This is an optimization exercise on Yosys and OpenROAD, whose aim is small area, not a production implementation. Only simulation tests tie the RTL to the original design; equivalence was not proved. In runs 4 to 6 and 8 the design's own scripts or RTL, not TritonCTS, make the clock network. The clock input has no modelled driver; a real chip could not lean on it and would need a root buffer or a full tree. Power and IR drop assume default switching activity.

[design/flow/flow/abc.script]
&get -n
&deepsyn -T 120
&put
dch -f
amap
[design/flow/standard.sh]
#!/bin/bash
# synth_recipe.tcl (not shown) runs the flow's synth.tcl, then flattens the netlist and writes it again
# the make line also repeats each setting of config.mk as NAME=value (left out here)
make -C /OpenROAD-flow-scripts/flow DESIGN_CONFIG=/design/flow/config.mk WORK_HOME=/design/flow/orfs CLKGATE_MAP_FILE= SYNTH_SCRIPT=/design/flow/synth_recipe.tcl "${@:-finish}"
[design/flow/config.mk]
export PLATFORM = sky130hd
export DESIGN_NAME = VM
export DESIGN_NICKNAME = VM
export VERILOG_FILES = /design/flow/design.v
export SDC_FILE = /design/flow/constraint.sdc
export NUM_CORES = 4
export LEC_CHECK = 0
export ABC_AREA = 1
export CAP_MARGIN = 20
export CORE_MARGIN = 2
export CORE_UTILIZATION = 60
export SLEW_MARGIN = 20
[design/flow/flow/run.sh]
#!/bin/bash
# Layout flow: the standard synthesis, then the combinational logic between
# the registers is mapped again by ABC for area (registers, their names and cell
# types are untouched), then the standard ORFS layout with the smallest port
# buffers and a clock tree built without dummy loads.
set -euo pipefail
W=$(pwd)
R=$W/orfs/results/$FLOW_PLATFORM/VM/base
L=$W/orfs/logs/$FLOW_PLATFORM/VM/base
LIB=$FLOW_HOME/platforms/sky130hd/lib/sky130_fd_sc_hd__tt_025C_1v80.lib

# 1. standard synthesis
bash standard.sh synth > $W/log_1_synth.log 2>&1

# 2. remap the combinational logic
cp $R/1_2_yosys.v $W/std_synth.v
python3 $W/flow/mkcells.py $LIB $W/std_synth.v $W/cells.v
DONTUSE=$(grep -o -- '-dont_use [A-Za-z0-9_]*' $L/1_2_yosys.log | sort -u | tr '\n' ' ')
cat > $W/resynth.ys <<EOT
read_verilog $W/cells.v
read_verilog $W/std_synth.v
hierarchy -top $FLOW_TOP
flatten
hierarchy -top $FLOW_TOP
rename -hide w:*.*
techmap
opt -fast
opt_clean -purge
stat -liberty $LIB
abc -liberty $LIB $DONTUSE -script $W/flow/abc.script
splitnets
opt_clean -purge
hilomap -singleton -hicell sky130_fd_sc_hd__conb_1 HI -locell sky130_fd_sc_hd__conb_1 LO
insbuf -buf sky130_fd_sc_hd__buf_4 A X
stat -liberty $LIB
check
write_verilog -noattr -noexpr -nohex -nodec $W/resynth.v
EOT
yosys -l $W/log_2_resynth.log $W/resynth.ys > /dev/null 2>&1
cp $W/resynth.v $R/1_2_yosys.v
rm -f $R/1_synth.odb $R/1_synth.sdc
touch $R/1_2_yosys.v

# 3. layout
bash standard.sh \
  "BUFFER_PORTS_ARGS=-buffer_cell sky130_fd_sc_hd__buf_1" \
  "CTS_ARGS=-sink_clustering_enable -repair_clock_nets -sink_clustering_size 100 -sink_clustering_max_diameter 500 -buf_list {sky130_fd_sc_hd__clkbuf_4 sky130_fd_sc_hd__clkbuf_8 sky130_fd_sc_hd__clkbuf_16} -dont_use_dummy_load" \
  finish > $W/log_3_layout.log 2>&1
[design/flow/flow/mkcells.py]
# Emit Verilog models of the sky130hd combinational cells used in a netlist,
# and blackbox stubs for its flip-flops, from the Liberty file.
import re, sys
lib = open(sys.argv[1]).read()
net = open(sys.argv[2]).read()
used = sorted(set(re.findall(r'\b(sky130_fd_sc_hd__\w+)\s+\S+\s*\(', net)))
def cellblock(name):
    i = lib.index('cell ("%s")' % name) if ('cell ("%s")' % name) in lib else lib.index('cell (%s)' % name)
    depth = 0; j = lib.index('{', i)
    k = j
    while True:
        if lib[k] == '{': depth += 1
        elif lib[k] == '}':
            depth -= 1
            if depth == 0: break
        k += 1
    return lib[j:k]
def conv(f):
    f = f.replace('!', '~').replace('+', '|').replace('*', '&')
    # implicit AND by space between operands
    f = re.sub(r'(?<=[\w)])\s+(?=[\w(~])', ' & ', f.strip())
    return f
out = []
for c in used:
    b = cellblock(c)
    pins = re.findall(r'pin\s*\(\s*"?(\w+)"?\s*\)\s*\{(.*?)\n\s{8}\}', b, re.S)
    if 'ff (' in b or 'ff(' in b or 'latch' in b:
        ins = []; outs = []
        for p, body in re.findall(r'pin\s*\(\s*"?(\w+)"?\s*\)\s*\{(.*?)direction\s*:\s*"?(\w+)', b, re.S) and [] or []:
            pass
        dirs = re.findall(r'pin\s*\(\s*"?(\w+)"?\s*\)\s*\{[^{}]*?direction\s*:\s*"?(\w+)"?', b, re.S)
        ports = [p for p, d in dirs]
        decl = ''.join(f"  {'input' if d=='input' else 'output'} {p};\n" for p, d in dirs)
        out.append(f"(* blackbox *)\nmodule {c}({', '.join(ports)});\n{decl}endmodule\n")
        continue
    dirs = re.findall(r'pin\s*\(\s*"?(\w+)"?\s*\)\s*\{[^{}]*?direction\s*:\s*"?(\w+)"?', b, re.S)
    funcs = dict(re.findall(r'pin\s*\(\s*"?(\w+)"?\s*\)\s*\{[^{}]*?function\s*:\s*"([^"]*)"', b, re.S))
    ports = [p for p, d in dirs]
    body = ''
    for p, d in dirs:
        body += f"  {'input' if d=='input' else 'output'} {p};\n"
    for p, d in dirs:
        if d == 'output':
            body += f"  assign {p} = {conv(funcs[p])};\n"
    out.append(f"module {c}({', '.join(ports)});\n{body}endmodule\n")
open(sys.argv[3], 'w').write('\n'.join(out))
[design/flow/constraint.sdc]
create_clock -name core_clock -period 10.0 [get_ports {clk}]
set_input_delay 2.0000 -clock core_clock [delete_from_list [all_inputs] [get_ports {clk}]]
set_output_delay 2.0000 -clock core_clock [all_outputs]
set_load 0.01 [all_outputs]
[design/flow/design.v]
module VM(one_yuan, ten_yuan, clk, rst, cancel, buy_g1, buy_g2, on, occupy, get_good, ret_coin, good1, good2, AN, seg_out, status, reset);
input one_yuan;
input ten_yuan;
input clk;
input rst;
input cancel;
input buy_g1;
input buy_g2;
input reset;
output on;
output occupy;
output get_good;
output ret_coin;
output reg good1;
output reg good2;
output reg [7:0] AN;
output reg [7:0] seg_out;
output [3:0] status;
localparam S_off=4'd0, S0=4'd1, S1=4'd2, S2=4'd3, S3=4'd4, S4=4'd5, S5=4'd6, S6=4'd7, S_wait=4'd8;
reg [3:0] st;
reg v;
reg [2:0] s1, s2;         
reg jam;                  
reg pend, ptype;          
reg op_start;
reg [8:0] cnt;            
reg [7:0] amt;            
reg ce;                   
assign status = st;
wire in_off = (st == S_off);
wire in_s0 = (st == S0);
wire in_s1 = (st == S1);
wire in_s2 = (st == S2);
wire in_s3 = (st == S3);
wire in_s4 = (st == S4);
wire in_s5 = (st == S5);
wire in_s6 = (st == S6);
wire in_w = (st == S_wait);
assign on = ~(in_off | in_s0) | v;
assign occupy = ~(in_off | in_s0 | in_s1) | (in_s1 & v);
assign get_good = (in_s5 & v) | (in_w & ~v);
assign ret_coin = in_w & v;
wire s1z = (s1 == 0);
wire s2z = (s2 == 0);
wire ge5 = (|amt[7:3]) | (amt[2] & (amt[1] | amt[0]));
wire ge10 = (|amt[7:4]) | (amt[3] & (amt[2] | amt[1]));
wire ok1 = ge5 & ~s1z;
wire ok2 = ge10 & ~s2z;
wire done = cnt[8] & cnt[7] & cnt[5] & cnt[4] & cnt[3] & cnt[1] & cnt[0];
wire [8:0] cnt_step = {cnt[7:0], ~(cnt[8] ^ cnt[3])};
wire buy1 = ~jam & buy_g1 & (in_s2 | in_s4);
wire buy2 = ~jam & buy_g2 & (in_s3 | in_s4);
reg [3:0] nst;
reg nv;
always @* begin
  nst = st;
  nv = 1'b1;
  case (st)
    S_off: begin nst = rst ? S0 : S_off; nv = 1'b0; end
    S0: begin
      if (op_start) begin nst = S1; nv = 1'b0; end
      else if (!rst) nst = S_off;
    end
    S1: begin
      if (!rst || cancel) nst = S6;
      else if (ok1 && ok2) nst = S4;
      else if (ok1) nst = S2;
      else if (ok2) nst = S3;
    end
    S2: begin
      if (cancel) nst = S6;
      else if (buy1) begin nst = S5; nv = 1'b0; end
      else if (!rst) nst = S6;
      else if (ok2) nst = S4;
    end
    S3: begin
      if (cancel) nst = S6;
      else if (buy2) begin nst = S5; nv = 1'b0; end
      else if (!rst) nst = S6;
    end
    S4: begin
      if (cancel) nst = S6;
      else if (buy1 || buy2) begin nst = S5; nv = 1'b0; end
      else if (!rst) nst = S6;
    end
    S5: if (!buy_g1 || !buy_g2) begin nst = S_wait; nv = 1'b0; end
    S6: nst = S_wait;
    S_wait: if (done) nst = v ? S0 : S1;
             else nv = v;
    default: ;
  endcase
end
always @(posedge clk) begin
  if (reset) begin
    st <= S_off;
    v <= 1'b0;
    s1 <= 3'd5;
    s2 <= 3'd5;
    jam <= 1'b0;
    pend <= 1'b0;
    ptype <= 1'b0;
    op_start <= 1'b0;
    cnt <= 9'd238;
    good1 <= 1'b0;
    good2 <= 1'b0;
  end else begin
    st <= nst;
    v <= nv;
    s1 <= s1 - buy1;
    s2 <= s2 - buy2;
    if ((buy1 || buy2) && cancel) jam <= 1'b1;
    pend <= buy1 | buy2;
    ptype <= buy1;
    op_start <= in_s0 & (op_start | (amt != 0));
    cnt <= (in_w && !done) ? cnt_step : 9'd238;
    if (in_s2 || in_s4) good1 <= 1'b1;
    else if (in_w && !v && !done) good1 <= ok1;
    else if (!in_s5 && !in_w) good1 <= 1'b0;
    else if (in_w && v) good1 <= 1'b0;
    if (in_s3 || in_s4) good2 <= 1'b1;
    else if (in_w && !v && !done) good2 <= ok2;
    else if (!in_s5 && !in_w) good2 <= 1'b0;
    else if (in_w && v) good2 <= 1'b0;
  end
end
wire le28 = ~(|amt[7:5]) & ~(amt[4] & amt[3] & amt[2] & (amt[1] | amt[0]));
wire le10 = ~(|amt[7:4]) & ~(amt[3] & (amt[2] | (amt[1] & amt[0])));
wire add_en = pend | (!ce && one_yuan && le28) | (!ce && !one_yuan && ten_yuan && le10);
wire [7:0] add_k = pend ? (ptype ? 8'd251 : 8'd246) : (one_yuan ? 8'd2 : 8'd20);
always @(posedge clk) begin
  if (reset) begin
    amt <= 8'd0;
    ce <= 1'b0;
  end else begin
    ce <= one_yuan | ten_yuan;
    if (!rst || cancel) amt <= 8'd0;
    else if (add_en) amt <= amt + add_k;
  end
end
reg [6:0] div;            
wire div_jump = (div[5:0] == 6'b011100);
reg [2:0] sp;
reg [4:0] data_q;
reg [4:0] cq;
reg [4:0] d;
reg [4:0] code;
always @(posedge clk) begin
  if (reset) begin
    div <= 7'd115;
    sp <= 3'd7;
    data_q <= 5'b11111;
    cq <= 5'b11111;
  end else begin
    div <= {div[5:0], ~(div[6] ^ div[0]) ^ div_jump};
    if (div_jump) sp <= sp + 3'd1;
    data_q <= d;
    cq <= code;
  end
end
wire hi = (|amt[7:5]) | (amt[4] & (amt[3] | amt[2]));
wire [4:0] dig = hi ? amt[5:1] - 5'd10 : amt[5:1];
always @* begin
  if (!rst) AN = 8'h00;
  else if (occupy)
    case (sp)
      3'd0: AN = 8'b11111110;
      3'd1: AN = 8'b11111101;
      3'd2: AN = 8'b11111011;
      default: AN = 8'hff;
    endcase
  else
    case (sp)
      3'd0: AN = 8'b11110111;
      3'd1: AN = 8'b11101111;
      3'd2: AN = 8'b11011111;
      3'd3: AN = 8'b10111111;
      3'd4: AN = 8'b01111111;
      default: AN = 8'hff;
    endcase
end
always @* begin
  d = data_q;
  if (!rst) d = 5'd31;
  else if (!occupy) begin
    if (sp <= 3'd4) d = {2'b00, sp};
  end else
    case (sp)
      3'd0: d = {2'b10, amt[0], 1'b0, amt[0]};
      3'd1: d = dig;
      3'd2: d = {hi ? 4'b1000 : 4'b1111, 1'b1};
      default: ;
    endcase
end
wire valid = ~d[3] | ~(d[2] | d[1]) | (&d);
always @* begin
  if (occupy) code = valid ? d : cq;
  else if (d[4:3] != 2'b00) code = 5'b11111;
  else case (d[2:0])
    3'd0: code = 5'b10000;
    3'd1: code = 5'b11010;
    3'd2: code = 5'b11010;
    3'd3: code = 5'b11011;
    3'd4: code = 5'b11100;
    default: code = 5'b11111;
  endcase
end
always @* begin
  seg_out[7] = code[4];
  case (code[3:0])
    4'd0: seg_out[6:0] = 7'b1000000;
    4'd1: seg_out[6:0] = 7'b1111001;
    4'd2: seg_out[6:0] = 7'b0100100;
    4'd3: seg_out[6:0] = 7'b0110000;
    4'd4: seg_out[6:0] = 7'b0011001;
    4'd5: seg_out[6:0] = 7'b0010010;
    4'd6: seg_out[6:0] = 7'b0000010;
    4'd7: seg_out[6:0] = 7'b1111000;
    4'd8: seg_out[6:0] = 7'b0000000;
    4'd9: seg_out[6:0] = 7'b0010000;
    4'd10: seg_out[6:0] = 7'b1000111;
    4'd11: seg_out[6:0] = 7'b0000110;
    4'd12: seg_out[6:0] = 7'b0001001;
    default: seg_out[6:0] = 7'b1111111;
  endcase
end
endmodule
==> results.yml, run 1 <==
critical_path:
  required_ns: 8.00
  worst-setup-path-type: "input pin to output pin"
  start_kind: "input pin"
  cp_max_fo: 11
  cp-end-kind: "output pin"
  arrival_ns: 5.43
synth:
  syn_inst: 348
  netlist_area_sq_um: 2570
  syn_avg_cell_area_sq_um: 7.38
  syn_nets: 356
  yosys_warnings: 1
clock_network:
  clk_pin_slew_worst_paths_ns: 0.09
  cts_tree: "yes"
  post_cts_buffers: 0
  root_buffer: "clkbuf_8"
  ctsResizeCount: 0
  numCtsBuffers: 5
  h-tree-depth: 2
  cts_hold_buf: 0
  ctsLongestPathBuffers: 2
  clk_latency_ns: 0.31
  cts_num_sinks: 55
hold_path:
  hp-class: "flip-flop to flip-flop"
power:
  peakVddDrop_v: 0.000141
  total_leakage_power_nw: 0.923
  powerDensity_nw_per_um2: 189
  power_uw: 535
routing:
  drt-vias-per-instance: 5.79
  drt_iter0_markers: 162
  drt-pass1-iter-count: 4
  antenna_left: 0
  drt-wirelength-per-cell_um: 13.8
  wirelength_um: 6020
  drcViolationCount: 0
  dr_total_vias: 2529
finish:
  multi_input_area_sq_um: 1270
  nets: 397
  final_common_cell: "nor2_1"
  final_cells: 437
  n_fill_cell: 358
  finish.instance_area_sq_um: 2830
  final_cell_mix: "66 x nor2_1, 55 x dfxtp_1, 53 x clkinv_1"
  seqCellArea_sq_um: 1100
  area_growth_pct: 10.2
  diodes: 0
  layout-drive-gt1-share: 0.0155
flow_run:
  max-cap-violations: 0
global_route:
  grt_usage: 0.259
  overflow: 0
  grt_max_degree: 30
  grt_pass1_vias: 2273
  antenna_found_initial: 0
  grt_pass1_wl_um: 10200
floorplan:
  fp.dieH_um: 69.4
  io_pins: 34
  die-width_um: 69.4
  core_area_sq_um: 4060
  die-area_sq_um: 4820
  core.rowCount: 23
  initial_core_util: 0.633
placed_design:
  portBuffers: 33
  place_congestion: 0.887
  dpl.cell_count: 432
  place_area_sq_um: 2760
  dpl.hpwl_um: 4580
sta:
  period_needed_ns: 7.43
  worst_pin_slew_ns: 0.679
  max_freq_mhz: 135
  clock_skew_ns: 0.00848
  rsz0062_at_grt: "false"
  hold_viol: 0
  post-route-period-util: 0.743
  max-slew-margin-rel: 0.543
  drv_slew: 0
  fin_setup_tns_ns: 0
  holdWs_ns: 0.426
  setup_viol: 0
run_status:
  outcome: "no timing/DRC/antenna violations"
[power breakdown]
| part | internal (mW) | switching [mW] |
|---|---|---|
| registers | 0.237 | 0.0193 |
| logic | 0.0524 | 0.116 |
| clock network | 0.0453 | 0.0649 |
[state kept, by name, summed over array words and instances, names as in the netlist]
name      count
data_q        5
v             1
ptype         1
cnt           9
div           7
ce            1
cq            5
sp            3
pend          1
s2            3
amt           8
s1            3
good2         1
op_start      1
st            4
jam           1
good1         1
[metal layers]
layer | GRT usage | share of wire | vias up
met5 | 0 | 0 | -
met4 | 0.0959 | 0.017 | 0
li1 | - | - | 1297
met2 | 0.411 | 0.45 | 86
met1 | 0.352 | 0.47 | 1133
met3 | 0.0480 | 0.060 | 13
[final cells by class]
| class | count | share of cell area |
|---|---|---|
| inverter | 53 | 0.0702 |
| timing repair buffer | 34 | 0.0464 |
| clock buffer | 5 | 0.0243 |
| multi-input combinational | 240 | 0.448 |
| sequential | 55 | 0.389 |
| tap | 50 | 0.0221 |
[path summary, 6_finish.rpt]
kind	cells past startpoint	endpoint	slack [ns]	startpoint
worst max-delay path	17	seg_out[0]	2.57	rst
worst min register to register	1	cnt[7]	0.43	cnt[6]
worst max register to register	16	cq[0]	5.13	v
worst min-delay path	1	cnt[7]	0.43	cnt[6]
[worst max-delay path, stage by stage]
cell and delay, ns:
buf_1 0.24, clkinv_1 0.32, a21oi_1 0.24, o41ai_1 0.16, nand2_1 0.09, o32ai_1 0.11
nor2_1 0.34, clkinv_1 0.18, o22ai_1 0.29, clkinv_1 0.13, nor2_1 0.22, clkinv_1 0.15
nor2_1 0.16, clkinv_1 0.13, o31ai_1 0.32, o32a_1 0.18, buf_1 0.15
[per-stage QoR]
| step | util | setup WS [ns] |
|---|---|---|
| global route | 0.698 | 1.95 |
| detailed placement | 0.681 | 2.66 |
| global placement | 0.681 | 2.90 |
| finish | 0.698 | 2.57 |
| floorplan | - | 3.19 |
| CTS | 0.698 | 2.63 |
==> run 2: changes to the inputs <==
--- a/design/flow/design.v
+++ b/design/flow/design.v
@@ -22,7 +22,7 @@
 reg [2:0] s1, s2;         
 reg jam;                  
-reg pend, ptype;          
-reg op_start;
-reg [8:0] cnt;            
+reg [8:0] cnt;
+wire op_start = cnt[0];
+wire ptype = cnt[4];
 reg [7:0] amt;            
 reg ce;                   
@@ -51,4 +51,5 @@
 wire buy1 = ~jam & buy_g1 & (in_s2 | in_s4);
 wire buy2 = ~jam & buy_g2 & (in_s3 | in_s4);
+wire pend = (in_s5 & ~v) | (in_s6 & v);
 reg [3:0] nst;
 reg nv;
@@ -63,5 +64,5 @@
     end
     S1: begin
-      if (!rst || cancel) nst = S6;
+      if (!rst || cancel) begin nst = S6; nv = 1'b0; end
       else if (ok1 && ok2) nst = S4;
       else if (ok1) nst = S2;
@@ -69,18 +70,18 @@
     end
     S2: begin
-      if (cancel) nst = S6;
+      if (cancel) begin nst = S6; nv = buy1; end
       else if (buy1) begin nst = S5; nv = 1'b0; end
-      else if (!rst) nst = S6;
+      else if (!rst) begin nst = S6; nv = 1'b0; end
       else if (ok2) nst = S4;
     end
     S3: begin
-      if (cancel) nst = S6;
+      if (cancel) begin nst = S6; nv = buy2; end
       else if (buy2) begin nst = S5; nv = 1'b0; end
-      else if (!rst) nst = S6;
+      else if (!rst) begin nst = S6; nv = 1'b0; end
     end
     S4: begin
-      if (cancel) nst = S6;
+      if (cancel) begin nst = S6; nv = buy1 | buy2; end
       else if (buy1 || buy2) begin nst = S5; nv = 1'b0; end
-      else if (!rst) nst = S6;
+      else if (!rst) begin nst = S6; nv = 1'b0; end
     end
     S5: if (!buy_g1 || !buy_g2) begin nst = S_wait; nv = 1'b0; end
@@ -98,7 +99,4 @@
     s2 <= 3'd5;
     jam <= 1'b0;
-    pend <= 1'b0;
-    ptype <= 1'b0;
-    op_start <= 1'b0;
     cnt <= 9'd238;
     good1 <= 1'b0;
@@ -110,8 +108,5 @@
     s2 <= s2 - buy2;
     if ((buy1 || buy2) && cancel) jam <= 1'b1;
-    pend <= buy1 | buy2;
-    ptype <= buy1;
-    op_start <= in_s0 & (op_start | (amt != 0));
-    cnt <= (in_w && !done) ? cnt_step : 9'd238;
+    cnt <= (in_w && !done) ? cnt_step : {4'b0111, buy1, 3'b111, in_s0 & (op_start | (amt != 0))};
     if (in_s2 || in_s4) good1 <= 1'b1;
     else if (in_w && !v && !done) good1 <= ok1;
==> run 2 against run 1 <==
  * Still clean on timing, DRC and antenna
  * Utilization down 0.37 points
  * First-iteration DRC count up 48%
  * Power down 8.9%
  * Count of clock-buffer cells in the layout unchanged
  * Flip-flop and latch count down 3
  * Die area unchanged
  * Critical path depth unchanged
  * Critical path type unchanged
==> results.yml, run 2 <==
finish:
  nets: 404
  diodes: 0
  final_cell_mix: "63 x nor2_1, 52 x dfxtp_1, 48 x clkinv_1"
  area_growth_pct: 9.64
  largest_register_ffs: 9
  final_common_cell: "nor2_1"
  reg_top3: "cnt (9), amt (8), div (7)"
  layout-drive-gt1-share: 0.0152
  top_register: "cnt"
  n_fill_cell: 367
  final_cells: 444
power:
  powerDensity_nw_per_um2: 173
  p_int_uw: 314
  peakVddDrop_v: 0.000124
  clkPwrFrac: 0.221
  combPwrFrac: 0.302
  power_uw: 487
  p_seq_frac: 0.478
  p_sw_uw: 173
  total_leakage_power_nw: 0.935
  p_sw_frac: 0.356
synth:
  netlist_area_sq_um: 2570
  syn_avg_cell_area_sq_um: 7.20
  yosys_warnings: 1
  syn_nets: 365
  syn_inst: 357
global_route:
  overflow: 0
  antenna_found_initial: 0
  grt_max_degree: 25
  grt_pass1_wl_um: 10400
  grt_pass1_vias: 2269
  grt_usage: 0.263
critical_path:
  ff2ff_setup_slack_ns: 6.28
  arrival_ns: 5.80
  required_ns: 8.00
  cp-end-kind: "output pin"
  start_kind: "input pin"
  worst-setup-path-type: "input pin to output pin"
  cp_max_fo: 15
  r2r-start: "st[2]"
  worstSetupStartpoint: "rst"
  worstSetupEndpoint: "seg_out[1]"
  r2r_end: "cq[0]"
  ff2ff_path_depth: 14
sta:
  setup_viol: 0
  max-slew-margin-rel: 0.563
  hold_viol: 0
  max_freq_mhz: 128
  worst_slack_ns: 2.20
  fin_setup_tns_ns: 0
  rsz0062_at_grt: "false"
  post-route-period-util: 0.780
  holdWs_ns: 0.430
  clock_skew_ns: 0.0218
  period_needed_ns: 7.80
  drv_slew: 0
  worst_pin_slew_ns: 0.655
routing:
  wirelength_um: 6200
  drt-wirelength-per-cell_um: 14.0
  antenna_left: 0
  dr_total_vias: 2602
  drt-pass1-iter-count: 6
  drcViolationCount: 0
  drt-vias-per-instance: 5.86
  drt_iter0_markers: 239
placed_design:
  portBuffers: 33
  dpl.cell_count: 439
  place_congestion: 0.898
  preCtsSetupSlack_ns: 2.31
  dpl.hpwl_um: 4780
floorplan:
  die-area_sq_um: 4820
  core.rowCount: 23
  core_area_sq_um: 4060
  io_pins: 34
  initial_core_util: 0.633
  fp.dieH_um: 69.4
  die-width_um: 69.4
clock_network:
  cts_tree: "yes"
  clk_latency_ns: 0.31
  clk_pin_slew_worst_paths_ns: 0.09
  cts_num_sinks: 52
  post_cts_buffers: 0
  numCtsBuffers: 5
  root_buffer: "clkbuf_8"
  ctsLongestPathBuffers: 2
  cts_hold_buf: 0
  h-tree-depth: 2
  ctsResizeCount: 0
run_status:
  outcome: "no timing/DRC/antenna violations"
flow_run:
  max-cap-violations: 0
hold_path:
  hp-class: "flip-flop to flip-flop"
==> run 2: changes by cell type in the layout (fill, tap and decap cells not counted), moves of 4 or more <==
cell      previous run  this run
nand2_1             25        34
clkinv_1            53        48
a22oi_1              4         0
a21oi_1             18        23
or3_1                8         2
==> run 2: per-layer routing <==
metal	up-vias	track usage	part of all wire
met4	0	0.0850	0.017
met2	104	0.425	0.46
met3	15	0.0378	0.064
li1	1315	-	-
met5	-	0	0
met1	1168	0.363	0.46
==> run 2: critical path: stages <==
cell and delay [ns]:
buf_1 0.14, clkinv_1 0.36, a31oi_1 0.31, o21ai_0 0.18
a21oi_1 0.15, o21ai_0 0.15, nand2_1 0.11, o32ai_1 0.10
nor2_1 0.29, clkinv_1 0.19, a221oi_1 0.61, clkinv_1 0.27
o21ai_0 0.35, o31ai_1 0.13, nand2b_1 0.17, o22ai_1 0.11
buf_1 0.17
==> run 2: power groups by stage <==
stage	registers, mW	logic [mW]	clock network (mW)
final	0.233	0.147	0.108
after global routing	0.235	0.163	0.117
after CTS	0.233	0.145	0.110
after detailed placement	0.238	0.145	0
after global placement	0.237	0.144	0
after floorplan	0.237	0.110	0
==> run 2: worst min-delay path by stage <==
| stage | from | end | slack [ns] | cells past startpoint |
|---|---|---|---|---|
| 4_1_cts | cnt[2] | cnt[3] | 0.43 | 1 |
| 3_5_place_dp | cnt[2] | cnt[3] | 0.41 | 1 |
| 5_1_grt | cnt[2] | cnt[3] | 0.47 | 1 |
| 6_report | cnt[2] | cnt[3] | 0.43 | 1 |
| 2_1_floorplan | cnt[2] | cnt[3] | 0.39 | 1 |
| 3_3_place_gp | cnt[2] | cnt[3] | 0.40 | 1 |
==> run 2: layout make-up <==
type / instances / area [sq um] / share of cell area
Multi-Input combinational cell: 255 / 1330 / 0.473
Sequential cell: 52 / 1040 / 0.369
Inverter: 48 / 180 / 0.0639
Timing Repair Buffer: 34 / 131 / 0.0466
Clock buffer: 5 / 68.8 / 0.0244
Tap cell: 50 / 62.6 / 0.0222
==> run 2: per-stage QoR <==
stage / area (sq um) / utilization
6_report: 2820 / 0.694
5_1_grt: 2820 / 0.694
4_1_cts: 2820 / 0.694
3_5_place_dp: 2750 / 0.677
3_3_place_gp: 2750 / 0.677
2_1_floorplan: 2570 / -
==> run 3: changes to the inputs <==
--- a/design/flow/design.v
+++ b/design/flow/design.v
@@ -136,5 +136,6 @@
 wire div_jump = (div[5:0] == 6'b011100);
 reg [2:0] sp;
-reg [4:0] data_q;
+reg [2:0] dq;
+wire [4:0] data_q = {dq[2], dq[2] & dq[1], dq[1], ~(dq[2] ^ dq[1]), dq[0]};
 reg [4:0] cq;
 reg [4:0] d;
@@ -144,10 +145,10 @@
     div <= 7'd115;
     sp <= 3'd7;
-    data_q <= 5'b11111;
+    dq <= 3'b111;
     cq <= 5'b11111;
   end else begin
     div <= {div[5:0], ~(div[6] ^ div[0]) ^ div_jump};
     if (div_jump) sp <= sp + 3'd1;
-    data_q <= d;
+    dq <= {d[4], d[2], d[0]};
     cq <= code;
   end
--- a/design/flow/flow/run.sh
+++ b/design/flow/flow/run.sh
@@ -3,5 +3,5 @@
 # the registers is mapped again by ABC for area (registers, their names and cell
 # types are untouched), then the standard ORFS layout with the smallest port
-# buffers and a clock tree built without dummy loads.
+# buffers and a clock tree of one buffer (flow/cts_pre.tcl).
 set -euo pipefail
 W=$(pwd)
@@ -43,6 +43,7 @@
 
 # 3. layout
+export FLOW_CLOCK_BUFFER=sky130_fd_sc_hd__clkbuf_16
 bash standard.sh \
   "BUFFER_PORTS_ARGS=-buffer_cell sky130_fd_sc_hd__buf_1" \
-  "CTS_ARGS=-sink_clustering_enable -repair_clock_nets -sink_clustering_size 100 -sink_clustering_max_diameter 500 -buf_list {sky130_fd_sc_hd__clkbuf_4 sky130_fd_sc_hd__clkbuf_8 sky130_fd_sc_hd__clkbuf_16} -dont_use_dummy_load" \
+  "PRE_CTS_TCL=$W/flow/cts_pre.tcl" \
   finish > $W/log_3_layout.log 2>&1
==> design/flow/flow/cts_pre.tcl (new file) <==
# Clock tree: the clock port drives a single clock buffer, placed at the centre
# of the registers, which drives every register clock pin. This replaces
# clock_tree_synthesis for this small design (about 50 registers).
proc clock_tree_synthesis { args } {
  set block [ord::get_db_block]
  set sx 0
  set sy 0
  set n 0
  foreach iterm [[$block findNet clk] getITerms] {
    set inst [$iterm getInst]
    set box [$inst getBBox]
    set sx [expr { $sx + ([$box xMin] + [$box xMax]) / 2 }]
    set sy [expr { $sy + ([$box yMin] + [$box yMax]) / 2 }]
    incr n
  }
  set dbu [$block getDbUnitsPerMicron]
  set x [expr { double($sx) / $n / $dbu }]
  set y [expr { double($sy) / $n / $dbu }]
  puts "clock buffer for $n clock pins at ($x, $y)"
  insert_buffer -buffer_cell $::env(FLOW_CLOCK_BUFFER) -net clk \
    -location [list $x $y] -buffer_name clkbuf_root -net_name clknet_root
  [$block findNet clknet_root] setSigType CLOCK
  [$block findNet clk] setSigType CLOCK
  set_propagated_clock [all_clocks]
}
==> run 3 against run 2 <==
  * Synthesized cell count down 3.9%
  * The run now fails in clock tree synthesis
  * Synthesized area shrank 3.3%
==> results.yml, run 3 <==
synth:
  netlist_area_sq_um: 2480
  syn_inst: 343
  yosys_warnings: 1
  syn_avg_cell_area_sq_um: 7.24
  syn_nets: 351
floorplan:
  die-width_um: 68.4
  io_pins: 34
  core.rowCount: 23
  fp.dieH_um: 68.4
  initial_core_util: 0.621
run_status:
  firstError: "Error: cts.tcl, 36 invalid command name \"NULL\""
  outcome: "aborted with a tool error"
  stop_stage: "clock tree synthesis"
placed_design:
  dpl.hpwl_um: 4620
  place_congestion: 0.934
  dpl.cell_count: 426
  portBuffers: 33
run 3: worst max-delay path by stage:
| stage | slack [ns] | end | startpoint | cells after the start |
|---|---|---|---|---|
| global placement | 3.20 | seg_out[6] | rst | 15 |
| detailed placement | 3.02 | seg_out[0] | rst | 16 |
| floorplan | 3.82 | seg_out[2] | rst | 12 |
run 3: through the flow:
stage	hold WS [ns]	area [sq um]	setup slack, ns	util
2_1_floorplan	0.394	2480	3.82	-
3_3_place_gp	0.400	2670	3.20	0.668
3_5_place_dp	0.413	2670	3.02	0.668
run 3: power groups by stage:
stage / Combinational, mW / Sequential [mW] / Clock (mW)
floorplan: 0.0153 / 0.208 / 0
global placement: 0.0230 / 0.208 / 0
detailed placement: 0.0231 / 0.208 / 0
==> run 4: changes to the inputs <==
--- a/design/flow/flow/run.sh
+++ b/design/flow/flow/run.sh
@@ -3,5 +3,5 @@
 # the registers is mapped again by ABC for area (registers, their names and cell
 # types are untouched), then the standard ORFS layout with the smallest port
-# buffers and a clock tree of one buffer (flow/cts_pre.tcl).
+# buffers and a clock tree of one level of buffers (flow/cts_pre.tcl).
 set -euo pipefail
 W=$(pwd)
@@ -43,5 +43,6 @@
 
 # 3. layout
-export FLOW_CLOCK_BUFFER=sky130_fd_sc_hd__clkbuf_16
+export FLOW_CLOCK_BUFFER=sky130_fd_sc_hd__clkbuf_8
+export FLOW_CLOCK_GROUPS=3
 bash standard.sh \
   "BUFFER_PORTS_ARGS=-buffer_cell sky130_fd_sc_hd__buf_1" \
==> design/flow/flow/cts_pre.tcl (replaced) <==
# Clock tree for this small design: the registers are split by position into
# FLOW_CLOCK_GROUPS groups (k-means on their locations) and the clock port
# drives one clock buffer per group, placed at the group's centre, which drives
# that group's register clock pins. This replaces clock_tree_synthesis.
proc clock_tree_synthesis { args } {
  set block [ord::get_db_block]
  set dbu [$block getDbUnitsPerMicron]
  set k $::env(FLOW_CLOCK_GROUPS)
  set pins {}
  foreach iterm [[$block findNet clk] getITerms] {
    set box [[$iterm getInst] getBBox]
    lappend pins [list $iterm [expr { ([$box xMin] + [$box xMax]) / 2.0 / $dbu }] \
      [expr { ([$box yMin] + [$box yMax]) / 2.0 / $dbu }]]
  }
  set pins [lsort -real -index 1 $pins]
  set n [llength $pins]
  # start from k slices along x, then refine with k-means
  set cent {}
  for { set g 0 } { $g < $k } { incr g } {
    set p [lindex $pins [expr { int(($g + 0.5) * $n / $k) }]]
    lappend cent [list [lindex $p 1] [lindex $p 2]]
  }
  for { set it 0 } { $it < 20 } { incr it } {
    set assign {}
    foreach p $pins {
      set best 0
      set bd 1e30
      for { set g 0 } { $g < $k } { incr g } {
        set c [lindex $cent $g]
        set d [expr { abs([lindex $p 1] - [lindex $c 0]) + abs([lindex $p 2] - [lindex $c 1]) }]
        if { $d < $bd } { set bd $d; set best $g }
      }
      lappend assign $best
    }
    set newc {}
    for { set g 0 } { $g < $k } { incr g } {
      set sx 0; set sy 0; set m 0
      foreach p $pins a $assign {
        if { $a == $g } { set sx [expr { $sx + [lindex $p 1] }]; set sy [expr { $sy + [lindex $p 2] }]; incr m }
      }
      if { $m > 0 } { lappend newc [list [expr { $sx / $m }] [expr { $sy / $m }]] } else { lappend newc [lindex $cent $g] }
    }
    set cent $newc
  }
  for { set g 0 } { $g < $k } { incr g } {
    set loads {}
    foreach p $pins a $assign {
      if { $a == $g } {
        set iterm [lindex $p 0]
        lappend loads [get_pins "[[$iterm getInst] getName]/[[$iterm getMTerm] getName]"]
      }
    }
    if { [llength $loads] == 0 } { continue }
    set c [lindex $cent $g]
    puts "clock buffer $g: [llength $loads] clock pins at ($c)"
    insert_buffer -buffer_cell $::env(FLOW_CLOCK_BUFFER) -net clk -load_pins $loads \
      -location $c -buffer_name clkbuf_$g -net_name clknet_$g
  }
  set clk_net [$block findNet clk]
  $clk_net setSigType CLOCK
  foreach iterm [$clk_net getITerms] {
    foreach o [[$iterm getInst] getITerms] {
      if { [$o isOutputSignal] } { [$o getNet] setSigType CLOCK }
    }
  }
  set_propagated_clock [all_clocks]
}
==> run 4 against run 3 <==
  * The run now finishes clean
  * Synthesized area stayed put
  * Synthesized cell count stayed put
==> results.yml, run 4 <==
critical_path:
  cpMostUsedCell: "nand2_1"
  cpLargestDelayFamily: "compound AO/OA/AOI/OAI gates"
  start_kind: "input pin"
  cp_slowest_cell: "a31oi_1"
  path_buf_inv: 4
  r2r-start: "st[3]"
  arrival_ns: 5.13
  required_ns: 8.00
  cp_max_fo: 12
  cp-end-kind: "output pin"
  r2r_end: "cq[1]"
  ff2ff_path_depth: 11
  critPathMaxStageDelay_ns: 0.38
  ff2ff_setup_slack_ns: 6.17
  worst-setup-path-type: "input pin to output pin"
  path_cells: "buf_1 > clkinv_1 > a31oi_1 > a21oi_1 > nand3_1 > nand2_1 > nor2_1 > nand2_1 > o21ai_0 > clkinv_1 > o21ai_0 > nor2_1 > o31ai_1 > nand2_1 > nand2_1 > buf_1"
synth:
  syn_inst: 343
  syn_nets: 351
  syn_avg_cell_area_sq_um: 7.24
  yosys_warnings: 1
  netlist_area_sq_um: 2480
floorplan:
  core_area_sq_um: 4000
  io_pins: 34
  core.rowCount: 23
  initial_core_util: 0.621
  fp.dieH_um: 68.4
  die-width_um: 68.4
  die-area_sq_um: 4670
global_route:
  antenna_found_initial: 0
  grt_max_degree: 21
  grt_usage: 0.266
  overflow: 0
  grt_pass1_vias: 2250
  grt_pass1_wl_um: 9840
sta:
  max_freq_mhz: 140
  hold_viol: 0
  drv_slew: 0
  worst_pin_slew_ns: 0.751
  period_needed_ns: 7.13
  post-route-period-util: 0.713
  clock_skew_ns: 0.0243
  rsz0062_at_grt: "false"
  max-slew-margin-rel: 0.497
  setup_viol: 0
  fin_setup_tns_ns: 0
hold_path:
  hp-class: "flip-flop to flip-flop"
  hold-path-endpoint: "cnt[3]"
  hold_depth: 1
  hold_start: "cnt[2]"
clock_network:
  clk_latency_ns: 0.17
  cts_hold_buf: 0
  post_cts_buffers: 0
  clk_pin_slew_worst_paths_ns: 0.12
  ctsResizeCount: 0
flow_run:
  max-cap-violations: 0
finish:
  final_cells: 429
  seqCellArea_sq_um: 1000
  area_growth_pct: 9.16
  n_fill_cell: 368
  reg_top3: "cnt (9), amt (8), div (7)"
  final_common_cell: "nor2_1"
  diodes: 0
  top_register: "cnt"
  final_cell_mix: "67 x nor2_1, 50 x dfxtp_1, 48 x clkinv_1"
  multi_input_area_sq_um: 1300
  layout-drive-gt1-share: 0.0106
  nets: 389
  largest_register_ffs: 9
power:
  p_int_uw: 237
  p_sw_frac: 0.220
  clkPwrFrac: 0.253
  p_sw_uw: 66.9
  p_seq_frac: 0.670
  peakVddDrop_v: 0.0000950
  powerDensity_nw_per_um2: 112
  combPwrFrac: 0.077
  total_leakage_power_nw: 0.920
routing:
  drcViolationCount: 0
  drt-pass1-iter-count: 4
  drt-wirelength-per-cell_um: 13.8
  dr_total_vias: 2477
  drt_iter0_markers: 167
  antenna_left: 0
  drt-vias-per-instance: 5.77
  wirelength_um: 5930
placed_design:
  place_congestion: 0.934
  dpl.hpwl_um: 4620
  portBuffers: 33
  dpl.cell_count: 426
run_status:
  outcome: "no timing/DRC/antenna violations"
[run 4: final cells by class, without the clock buffers]
cell class	count	share of cell area
Inverter	48	0.0664
Multi-Input combinational cell	244	0.478
Sequential cell	50	0.369
Tap cell	50	0.0231
Timing Repair Buffer	34	0.0484
[run 4: power by group through the flow]
stage | sequential [mW] | combinational [mW] | clock [mW]
finish | 0.204 | 0.0235 | 0.0769
global route | 0.204 | 0.0263 | 0.0859
CTS | 0.204 | 0.0232 | 0.0776
detailed placement | 0.208 | 0.0231 | 0
global placement | 0.208 | 0.0230 | 0
floorplan | 0.208 | 0.0153 | 0
[run 4: worst max-delay path by stage]
stage / from / endpoint / slack [ns] / cells after the start
floorplan: rst / seg_out[2] / 3.82 / 12
global placement: rst / seg_out[6] / 3.20 / 15
detailed placement: rst / seg_out[0] / 3.02 / 16
CTS: rst / seg_out[0] / 3.00 / 16
global route: rst / seg_out[0] / 2.55 / 16
finish: rst / seg_out[0] / 2.87 / 16
[run 4: routing by layer]
| metal | up-vias | wire [um] | global-route usage |
|---|---|---|---|
| li1 | 1280 | - | - |
| met1 | 1105 | 2780 | 0.361 |
| met2 | 78 | 2660 | 0.447 |
| met3 | 14 | 365 | 0.0362 |
| met4 | 0 | 116 | 0.0650 |
| met5 | - | 0 | 0 |
[run 4: per-stage QoR]
stage,power [mW],area (sq um),setup WS [ns],hold slack (ns),utilization
after global routing,0.317,2710,2.55,0.468,0.678
after detailed placement,0.231,2670,3.02,0.413,0.668
after floorplan,0.223,2480,3.82,0.394,-
final,0.304,2710,2.87,0.434,0.678
after CTS,0.304,2710,3.00,0.437,0.678
after global placement,0.231,2670,3.20,0.400,0.668
==> run 5: changes to the inputs <==
--- a/design/flow/flow/run.sh
+++ b/design/flow/flow/run.sh
@@ -43,6 +43,6 @@
 
 # 3. layout
-export FLOW_CLOCK_BUFFER=sky130_fd_sc_hd__clkbuf_8
-export FLOW_CLOCK_GROUPS=3
+export FLOW_CLOCK_BUFFER=sky130_fd_sc_hd__clkbuf_16
+export FLOW_CLOCK_GROUPS=2
 bash standard.sh \
   "BUFFER_PORTS_ARGS=-buffer_cell sky130_fd_sc_hd__buf_1" \
==> design/flow/flow/abc.script (replaced) <==
&get -n
&deepsyn -T 60
&put
dch -f
amap
&get -n
&deepsyn -T 60
&put
dch -f
amap
&get -n
&deepsyn -T 60
&put
dch -f
amap
==> run 5 against run 4 <==
  * Clock skew fell by 0.0096 ns
  * Setup slack improved by 0.19 ns
  * Sequential power rose by 14%
  * First-iteration DRC count fell by 3.6%
  * Die area fell by 0.86%
  * Register-to-register slack got worse by 0.09 ns
  * Wire length fell by 0.22%
  * Flip-flop and latch count did not move
  * Combinational power rose to 8.8 times the previous value
  * Global-route usage fell by 0.97 points
  * Synthesized cell count fell by 0.58%
  * Critical path type unchanged
==> results.yml, run 5 <==
run_status:
  outcome: "no timing/DRC/antenna violations"
finish:
  multi_input_area_sq_um: 1270
  reg_top3: "cnt (9), amt (8), div (7)"
  layout-drive-gt1-share: 0.00798
  finish.instance_area_sq_um: 2700
  largest_register_ffs: 9
  final_cell_mix: "67 x nor2_1, 50 x dfxtp_1, 49 x clkinv_1"
  diodes: 0
  post-route-util: 0.680
  n_fill_cell: 376
  final_cells: 426
  area_growth_pct: 9.60
  seqCellArea_sq_um: 1000
  top_register: "cnt"
  final_common_cell: "nor2_1"
  nets: 386
hold_path:
  hp-class: "flip-flop to flip-flop"
synth:
  netlist_area_sq_um: 2460
  syn_nets: 349
  syn_inst: 341
  syn_avg_cell_area_sq_um: 7.22
  yosys_warnings: 1
flow_run:
  max-cap-violations: 0
power:
  powerDensity_nw_per_um2: 194
  p_sw_frac: 0.390
  p_sw_uw: 204
  p_int_uw: 319
  p_seq_frac: 0.443
  peakVddDrop_v: 0.000149
  combPwrFrac: 0.396
  total_leakage_power_nw: 0.890
  clkPwrFrac: 0.160
placed_design:
  dpl.hpwl_um: 4570
  place_congestion: 0.927
  dpl.cell_count: 424
  place_area_sq_um: 2650
  portBuffers: 33
  preCtsSetupSlack_ns: 3.12
global_route:
  grt_usage: 0.257
  grt_pass1_wl_um: 9400
  overflow: 0
  grt_pass1_vias: 2046
  grt_max_degree: 33
  antenna_found_initial: 0
floorplan:
  core_area_sq_um: 3970
  initial_core_util: 0.620
  core.rowCount: 23
  io_pins: 34
  fp.dieH_um: 68.1
  die-width_um: 68.1
  die-area_sq_um: 4630
sta:
  period_needed_ns: 6.94
  setup_viol: 0
  max-slew-margin-rel: 0.537
  fin_setup_tns_ns: 0
  post-route-period-util: 0.694
  clock_skew_ns: 0.0147
  worst_pin_slew_ns: 0.695
  drv_slew: 0
  worst_slack_ns: 3.06
  max_freq_mhz: 144
  hold_viol: 0
  rsz0062_at_grt: "false"
routing:
  drt-wirelength-per-cell_um: 13.9
  drcViolationCount: 0
  drt-pass1-iter-count: 4
  wirelength_um: 5910
  drt-vias-per-instance: 5.77
  drt_iter0_markers: 161
  dr_total_vias: 2456
  antenna_left: 0
clock_network:
  clk_pin_slew_worst_paths_ns: 0.08
  cts_hold_buf: 0
  clk_latency_ns: 0.16
  ctsResizeCount: 0
  post_cts_buffers: 0
critical_path:
  arrival_ns: 4.94
  worst-setup-path-type: "input pin to output pin"
  start_kind: "input pin"
  cp-end-kind: "output pin"
  required_ns: 8.00
  cp_max_fo: 13
==> run 5: power by group through the flow <==
stage	clock network (mW)	registers, mW	logic (mW)
2_1_floorplan	0	0.234	0.152
5_1_grt	0.0918	0.235	0.233
3_5_place_dp	0	0.237	0.203
4_1_cts	0.0873	0.232	0.205
3_3_place_gp	0	0.236	0.202
6_report	0.0840	0.232	0.207
==> run 5: worst paths after layout <==
kind	slack (ns)	cells past startpoint	start	to
setup / recovery	3.06	15	rst	seg_out[0]
hold / removal	0.43	2	div[2]	div[3]
setup reg to reg	6.08	15	st[3]	cq[3]
hold reg to reg	0.43	2	div[2]	div[3]
==> run 5: per-layer routing <==
layer | wire (um) | track usage | vias up | part of all wire
met2 | 2710 | 0.432 | 60 | 0.46
met3 | 229 | 0.0115 | 6 | 0.039
met4 | 70 | 0.0325 | 0 | 0.012
met1 | 2900 | 0.373 | 1122 | 0.49
li1 | - | - | 1268 | -
met5 | 0 | 0 | - | 0
==> run 5: critical path, cell delays in order <==
cell and delay (ns):
buf_1 0.13, clkinv_1 0.31, a31oi_1 0.37, o31ai_1 0.19, nand3_1 0.10, nand2_1 0.07
nor2_1 0.24, clkinv_1 0.17, o32ai_1 0.32, clkinv_1 0.22, o22ai_1 0.24, o21ai_0 0.13
o21ai_0 0.15, o22a_1 0.15, buf_1 0.14
==> run 5: per-stage QoR <==
step	power, mW	hold slack (ns)
after CTS	0.524	0.437
after global placement	0.438	0.405
after global routing	0.560	0.453
after floorplan	0.386	0.394
final	0.524	0.432
after detailed placement	0.440	0.410
==> run 5: final cells by class, without the clock buffers <==
type                       count  share of cell area
tap                           50              0.0232
sequential                    50               0.371
timing repair buffer          34              0.0487
multi-input combinational    241               0.471
inverter                      49              0.0682
==> run 6: changes to the inputs <==
--- a/design/flow/design.v
+++ b/design/flow/design.v
@@ -92,4 +92,6 @@
   endcase
 end
+always @(posedge clk)
+  cnt <= (in_w && !done) ? cnt_step : {4'b0111, buy1, 3'b111, in_s0 & (op_start | (amt != 0))};
 always @(posedge clk) begin
   if (reset) begin
@@ -99,5 +101,4 @@
     s2 <= 3'd5;
     jam <= 1'b0;
-    cnt <= 9'd238;
     good1 <= 1'b0;
     good2 <= 1'b0;
@@ -108,5 +109,4 @@
     s2 <= s2 - buy2;
     if ((buy1 || buy2) && cancel) jam <= 1'b1;
-    cnt <= (in_w && !done) ? cnt_step : {4'b0111, buy1, 3'b111, in_s0 & (op_start | (amt != 0))};
     if (in_s2 || in_s4) good1 <= 1'b1;
     else if (in_w && !v && !done) good1 <= ok1;
@@ -141,4 +141,6 @@
 reg [4:0] d;
 reg [4:0] code;
+always @(posedge clk)
+  cq <= code;
 always @(posedge clk) begin
   if (reset) begin
@@ -146,10 +148,8 @@
     sp <= 3'd7;
     dq <= 3'b111;
-    cq <= 5'b11111;
   end else begin
     div <= {div[5:0], ~(div[6] ^ div[0]) ^ div_jump};
     if (div_jump) sp <= sp + 3'd1;
     dq <= {d[4], d[2], d[0]};
-    cq <= code;
   end
 end
==> run 6 against run 5 <==
  * Synthesized area down 1.5%
  * Clock power up 3.2%
  * Still clean
  * Utilization down 0.42 points
==> results.yml, run 6 <==
run_status:
  outcome: "no timing/DRC/antenna violations"
finish:
  final_cells: 421
  reg_top3: "cnt (9), amt (8), div (7)"
  area_growth_pct: 9.75
  final_common_cell: "nor2_1"
  final_cell_mix: "74 x nor2_1, 52 x clkinv_1, 50 x dfxtp_1"
  finish.instance_area_sq_um: 2660
  nets: 381
  top_register: "cnt"
  largest_register_ffs: 9
  layout-drive-gt1-share: 0.00809
  diodes: 0
sta:
  max_freq_mhz: 139
  post-route-period-util: 0.719
  worst_pin_slew_ns: 0.927
  setup_viol: 0
  hold_viol: 0
  rsz0062_at_grt: "false"
  holdWs_ns: 0.420
  drv_slew: 0
  fin_setup_tns_ns: 0
  max-slew-margin-rel: 0.382
  clock_skew_ns: 0.0105
  period_needed_ns: 7.19
global_route:
  grt_usage: 0.236
  overflow: 0
  grt_pass1_wl_um: 8690
  grt_max_degree: 27
  grt_pass1_vias: 1921
  antenna_found_initial: 0
floorplan:
  die-width_um: 67.6
  initial_core_util: 0.615
  io_pins: 34
  fp.dieH_um: 67.6
  die-area_sq_um: 4570
  core.rowCount: 23
  core_area_sq_um: 3940
routing:
  drt-wirelength-per-cell_um: 12.9
  drt-vias-per-instance: 5.64
  wirelength_um: 5450
  drt-pass1-iter-count: 4
  drt_iter0_markers: 178
  dr_total_vias: 2374
  antenna_left: 0
  drcViolationCount: 0
clock_network:
  cts_hold_buf: 0
  post_cts_buffers: 0
  ctsResizeCount: 0
  clk_pin_slew_worst_paths_ns: 0.09
  clk_latency_ns: 0.16
hold_path:
  hold_depth: 2
  hp-class: "flip-flop to flip-flop"
critical_path:
  cp_max_fo: 11
  path_cells: "buf_1 > clkinv_1 > a31oi_1 > o31a_1 > o41ai_1 > nor2_1 > clkinv_1 > a221oi_1 > nor3_1 > a211oi_1 > nor2_1 > o21a_1 > or2_0 > buf_1"
  cp_slowest_cell: "a221oi_1"
  cp.depth: 14
  critPathMaxStageDelay_ns: 0.55
  start_kind: "input pin"
  required_ns: 8.00
  cp-end-kind: "output pin"
  arrival_ns: 5.19
  worst-setup-path-type: "input pin to output pin"
  path_buf_inv: 4
  ff2ff_path_depth: 12
  cpLargestDelayFamily: "compound AO/OA/AOI/OAI gates"
placed_design:
  portBuffers: 33
  place_area_sq_um: 2610
  dpl.hpwl_um: 4190
  dpl.cell_count: 419
  place_congestion: 0.882
synth:
  yosys_warnings: 1
  syn_nets: 344
  syn_avg_cell_area_sq_um: 7.22
  syn_inst: 336
  netlist_area_sq_um: 2430
flow_run:
  max-cap-violations: 0
power:
  total_leakage_power_nw: 0.881
  powerDensity_nw_per_um2: 154
  peakVddDrop_v: 0.000151
  power_uw: 411
-- run 6: cell count changes in the layout (fill, tap and decap cells not counted), sizes merged, moves of 3 or more --
cell,delta
nand2,-8
nor2,+7
or3,-5
a21oi,-4
o21ai,-4
o22ai,+4
o32ai,-4
clkinv,+3
nand4,+3
-- run 6: power by group --
part           internal (mW)  switching (mW)
registers              0.210          0.0123
clock network         0.0368          0.0499
logic                 0.0355          0.0661
-- run 6: path summary, 6_finish.rpt --
check | start | to | slack (ns)
min | div[2] | div[3] | 0.42
max | rst | seg_out[3] | 2.81
max reg2reg | v | cq[2] | 6.55
min reg2reg | div[2] | div[3] | 0.42
-- run 6: final cells by class, without the clock buffers --
class                           instances  area (sq um)
Timing Repair Buffer                   34           131
Inverter                               52           195
Sequential cell                        50          1000
Multi-Input combinational cell        233          1220
Tap cell                               50          62.6
Fill cell                             373          1280
-- run 6: through the flow --
step,utilization,setup WS [ns]
3_3_place_gp,0.663,2.94
6_report,0.675,2.81
2_1_floorplan,-,3.52
5_1_grt,0.675,2.34
4_1_cts,0.675,2.80
3_5_place_dp,0.663,2.81
-- run 6: worst min-delay path: stages (launching register included) --
cell and delay (ns):
dfxtp_1 0.31, clkinv_1 0.05, nor2_1 0.03
-- run 6: layer usage --
metal	share of wire	up-vias	wire length [um]	GRT usage
met5	0	-	0	0
met4	0.0022	0	12	0.00765
met3	0.045	2	246	0.0117
met2	0.46	70	2510	0.384
met1	0.49	1066	2680	0.361
li1	-	1236	-	-
==> run 7: changes to the inputs <==
--- a/design/flow/flow/run.sh
+++ b/design/flow/flow/run.sh
@@ -43,6 +43,6 @@
 
 # 3. layout
-export FLOW_CLOCK_BUFFER=sky130_fd_sc_hd__clkbuf_16
-export FLOW_CLOCK_GROUPS=2
+export FLOW_CLOCK_BUFFER=sky130_fd_sc_hd__clkbuf_4
+export FLOW_CLOCK_GROUPS=4
 bash standard.sh \
   "BUFFER_PORTS_ARGS=-buffer_cell sky130_fd_sc_hd__buf_1" \
--- a/design/flow/config.mk
+++ b/design/flow/config.mk
@@ -9,4 +9,4 @@
 export CAP_MARGIN = 20
 export CORE_MARGIN = 2
-export CORE_UTILIZATION = 60
+export CORE_UTILIZATION = 80
 export SLEW_MARGIN = 20
==> run 7 against run 6 <==
  * The run now fails in global placement
  * Synthesized area did not move
  * Synthesized cell count did not move
==> results.yml, run 7 <==
run_status:
  firstError: "[ERROR GPL-0301] Utilization 103.816 % exceeds 100%."
  stop_stage: "global placement"
  outcome: "aborted with a tool error"
synth:
  syn_avg_cell_area_sq_um: 7.22
  yosys_warnings: 1
  syn_nets: 344
  netlist_area_sq_um: 2430
  syn_inst: 336
floorplan:
  die-width_um: 59.1
  core.rowCount: 19
  initial_core_util: 0.858
  fp.dieH_um: 59.1
  io_pins: 34
placed_design:
  portBuffers: 33
==> run 8: changes to the inputs <==
--- a/design/flow/design.v
+++ b/design/flow/design.v
@@ -136,20 +136,18 @@
 wire div_jump = (div[5:0] == 6'b011100);
 reg [2:0] sp;
-reg [2:0] dq;
-wire [4:0] data_q = {dq[2], dq[2] & dq[1], dq[1], ~(dq[2] ^ dq[1]), dq[0]};
-reg [4:0] cq;
+reg [3:0] r;
+wire [4:0] data_q = {r[0] & ~(r[1] ^ r[2]), r[2] & r[1], r[2:0]};
+wire [4:0] cq = {r[3], r[2] & r[1], r[2:0]};
 reg [4:0] d;
 reg [4:0] code;
-always @(posedge clk)
-  cq <= code;
 always @(posedge clk) begin
   if (reset) begin
     div <= 7'd115;
     sp <= 3'd7;
-    dq <= 3'b111;
+    r <= 4'b1111;
   end else begin
     div <= {div[5:0], ~(div[6] ^ div[0]) ^ div_jump};
     if (div_jump) sp <= sp + 3'd1;
-    dq <= {d[4], d[2], d[0]};
+    r <= {code[4], (sp <= 3'd1) ? code[2:0] : d[2:0]};
   end
 end
@@ -194,6 +192,6 @@
   else case (d[2:0])
     3'd0: code = 5'b10000;
-    3'd1: code = 5'b11010;
-    3'd2: code = 5'b11010;
+    3'd1: code = 5'b11110;
+    3'd2: code = 5'b11110;
     3'd3: code = 5'b11011;
     3'd4: code = 5'b11100;
@@ -214,7 +212,9 @@
     4'd8: seg_out[6:0] = 7'b0000000;
     4'd9: seg_out[6:0] = 7'b0010000;
-    4'd10: seg_out[6:0] = 7'b1000111;
+    4'd10: seg_out[6:0] = 7'b0000110;    
     4'd11: seg_out[6:0] = 7'b0000110;
     4'd12: seg_out[6:0] = 7'b0001001;
+    4'd13: seg_out[6:0] = 7'b0010011;
+    4'd14: seg_out[6:0] = 7'b1000111;
     default: seg_out[6:0] = 7'b1111111;
   endcase
--- a/design/flow/flow/run.sh
+++ b/design/flow/flow/run.sh
@@ -43,6 +43,6 @@
 
 # 3. layout
-export FLOW_CLOCK_BUFFER=sky130_fd_sc_hd__clkbuf_4
-export FLOW_CLOCK_GROUPS=4
+export FLOW_CLOCK_BUFFER=sky130_fd_sc_hd__clkbuf_16
+export FLOW_CLOCK_GROUPS=2
 bash standard.sh \
   "BUFFER_PORTS_ARGS=-buffer_cell sky130_fd_sc_hd__buf_1" \
--- a/design/flow/config.mk
+++ b/design/flow/config.mk
@@ -9,4 +9,4 @@
 export CAP_MARGIN = 20
 export CORE_MARGIN = 2
-export CORE_UTILIZATION = 80
+export CORE_UTILIZATION = 60
 export SLEW_MARGIN = 20
==> run 8 against run 7 <==
  * The run now finishes clean
  * Synthesized cell count is 3.0% lower
  * Synthesized area down 2.8%
==> results.yml, run 8 <==
global_route:
  antenna_found_initial: 0
  met1_usage: 0.357
  grt_use_met2: 0.475
  use_met3: 0.0220
  grt_pass1_vias: 2177
  grt_max_degree: 25
  busiest_layer: "met2"
  grt_usage: 0.269
  overflow: 0
  grt_pass1_wl_um: 9580
finish:
  post-route-util: 0.698
  nets: 371
  diodes: 0
  final_common_cell: "nor2_1"
  area_growth_pct: 9.92
  final_cells: 409
  top_register: "cnt"
  finish.instance_area_sq_um: 2590
  layout-drive-gt1-share: 0.0111
  final_cell_mix: "66 x nor2_1, 53 x clkinv_1, 46 x dfxtp_1"
  largest_register_ffs: 9
  reg_top3: "cnt (9), amt (8), div (7)"
placed_design:
  portBuffers: 33
  preCtsSetupSlack_ns: 2.89
  dpl.cell_count: 407
  place_area_sq_um: 2540
  dpl.hpwl_um: 4490
  place_congestion: 0.980
routing:
  drt-vias-per-instance: 5.95
  drcViolationCount: 0
  dr_total_vias: 2433
  drt-wirelength-per-cell_um: 14.2
  drt_iter0_markers: 208
  wirelength_um: 5810
  drt-pass1-iter-count: 4
  antenna_left: 0
critical_path:
  cpLargestDelayFamily: "compound AO/OA/AOI/OAI gates"
  start_kind: "input pin"
  arrival_ns: 5.27
  cp_max_fo: 6
  path_buf_inv: 6
  cp-end-kind: "output pin"
  worst-setup-path-type: "input pin to output pin"
  ff2ff_setup_slack_ns: 6.11
  required_ns: 8.00
  path_cells: "buf_1 > o41ai_1 > a31oi_1 > clkinv_1 > o21ai_0 > nor2_1 > nor2_1 > nor2_1 > nor2_1 > clkinv_1 > o22ai_1 > clkinv_1 > nor2_1 > o21ai_0 > o31a_1 > o21ai_0 > clkinv_1 > o21ai_0 > o21ai_0 > buf_1"
  r2r_end: "r[0]"
  critPathMaxStageDelay_ns: 0.35
  cp_slowest_cell: "a31oi_1"
  ff2ff_path_depth: 16
  r2r-start: "st[1]"
clock_network:
  post_cts_buffers: 0
  clk_pin_slew_worst_paths_ns: 0.08
  clk_latency_ns: 0.15
  ctsResizeCount: 0
  cts_hold_buf: 0
flow_run:
  max-cap-violations: 0
hold_path:
  hp-class: "flip-flop to flip-flop"
  hold_depth: 1
  hold-path-endpoint: "cnt[7]"
  hold_start: "cnt[6]"
floorplan:
  core.rowCount: 22
  die-area_sq_um: 4450
  core_area_sq_um: 3720
  fp.dieH_um: 66.7
  io_pins: 34
  initial_core_util: 0.635
  die-width_um: 66.7
power:
  total_leakage_power_nw: 0.818
  powerDensity_nw_per_um2: 111
  peakVddDrop_v: 0.000121
  power_uw: 289
sta:
  max_freq_mhz: 137
  setup_viol: 0
  fin_setup_tns_ns: 0
  post-route-period-util: 0.727
  clock_skew_ns: 0.00703
  hold_viol: 0
  worst_slack_ns: 2.73
  drv_slew: 0
  period_needed_ns: 7.27
  max-slew-margin-rel: 0.518
  holdWs_ns: 0.429
  rsz0062_at_grt: "false"
  worst_pin_slew_ns: 0.714
synth:
  netlist_area_sq_um: 2360
  syn_inst: 326
  yosys_warnings: 1
  syn_avg_cell_area_sq_um: 7.23
  syn_nets: 334
run_status:
  outcome: "no timing/DRC/antenna violations"
[run 8: worst max-delay path by stage]
stage          start    endpoint  slack, ns  cells after the start
6_report         rst  seg_out[1]       2.73                     20
5_1_grt          rst  seg_out[1]       2.26                     20
4_1_cts          rst  seg_out[1]       2.84                     20
3_5_place_dp     rst  seg_out[1]       2.89                     20
3_3_place_gp     rst  seg_out[1]       3.03                     20
2_1_floorplan    rst  seg_out[1]       3.31                     18
[run 8: worst reg2reg max path, cell delays in order, from the launching register on]
cell,delay (ns)
dfxtp_1,0.35
nor2_1,0.39
clkinv_1,0.21
nor2_1,0.25
a31oi_1,0.08
buf_4,0.20
o41ai_1,0.69
a31oi_1,0.20
clkinv_1,0.12
o21ai_0,0.16
nor2_1,0.15
nor2_1,0.06
nor2_1,0.16
nor2_1,0.10
o22ai_1,0.28
clkinv_1,0.22
o221ai_1,0.21
[run 8: per-layer routing]
layer	wire, um	part of all wire	vias to the layer above
li1	-	-	1221
met1	2690	0.46	1107
met2	2690	0.46	92
met3	324	0.056	13
met4	108	0.019	0
met5	0	0	-
[run 8: area by class of cell, without the clock buffers]
type,instances,area (sq um)
Fill cell,334,1120
Inverter,53,199
Timing Repair Buffer,35,139
Multi-Input combinational cell,225,1220
Sequential cell,46,921
Tap cell,48,60.1
[run 8: power by group]
group	switching, mW	leakage [nW]	total, mW	internal (mW)
Combinational	0.0128	0.419	0.0194	0.00657
Clock	0.0451	0.0246	0.0817	0.0366
Sequential	0.00205	0.374	0.188	0.186

==> port drivers added, routing unchanged <==
No port has a modelled driver above. Below, the same layouts with a new extraction and two added sets of constraints. Step 1 assumes that a clkbuf_16 drives the clock port and a buf_2 every other input. Step 2 times the ports against the registers' clock, not the clock port: input delays grow and output delays shrink by t, the midpoint of the rising clock arrivals with the driver on. Three values: no drivers, after step 1, after step 2; two values: the first two.
| run | t (ns) | slack for setup (ns) | clock arrival spread, ns | pins driven straight from the clock port |
|---|---|---|---|---|
| run 1 | 0.331 | 2.574 / 2.551 / 2.551 | 0.008 / 0.009 | 1 |
| run 2 | 0.325 | 2.199 / 2.178 / 2.178 | 0.023 / 0.023 | 1 |
| run 4 | 0.208 | 2.869 / 2.847 / 2.847 | 0.025 / 0.024 | 3 |
| run 5 | 0.204 | 3.057 / 3.033 / 3.033 | 0.015 / 0.015 | 2 |
| run 6 | 0.202 | 2.815 / 2.793 / 2.793 | 0.011 / 0.011 | 2 |
| run 8 | 0.198 | 2.727 / 2.701 / 2.701 | 0.008 / 0.008 | 2 |
After both steps every run listed still meets setup and hold. The setup slack of run 8, which loses most, moves by -0.026 ns with the drivers and by -0.026 ns with both steps.
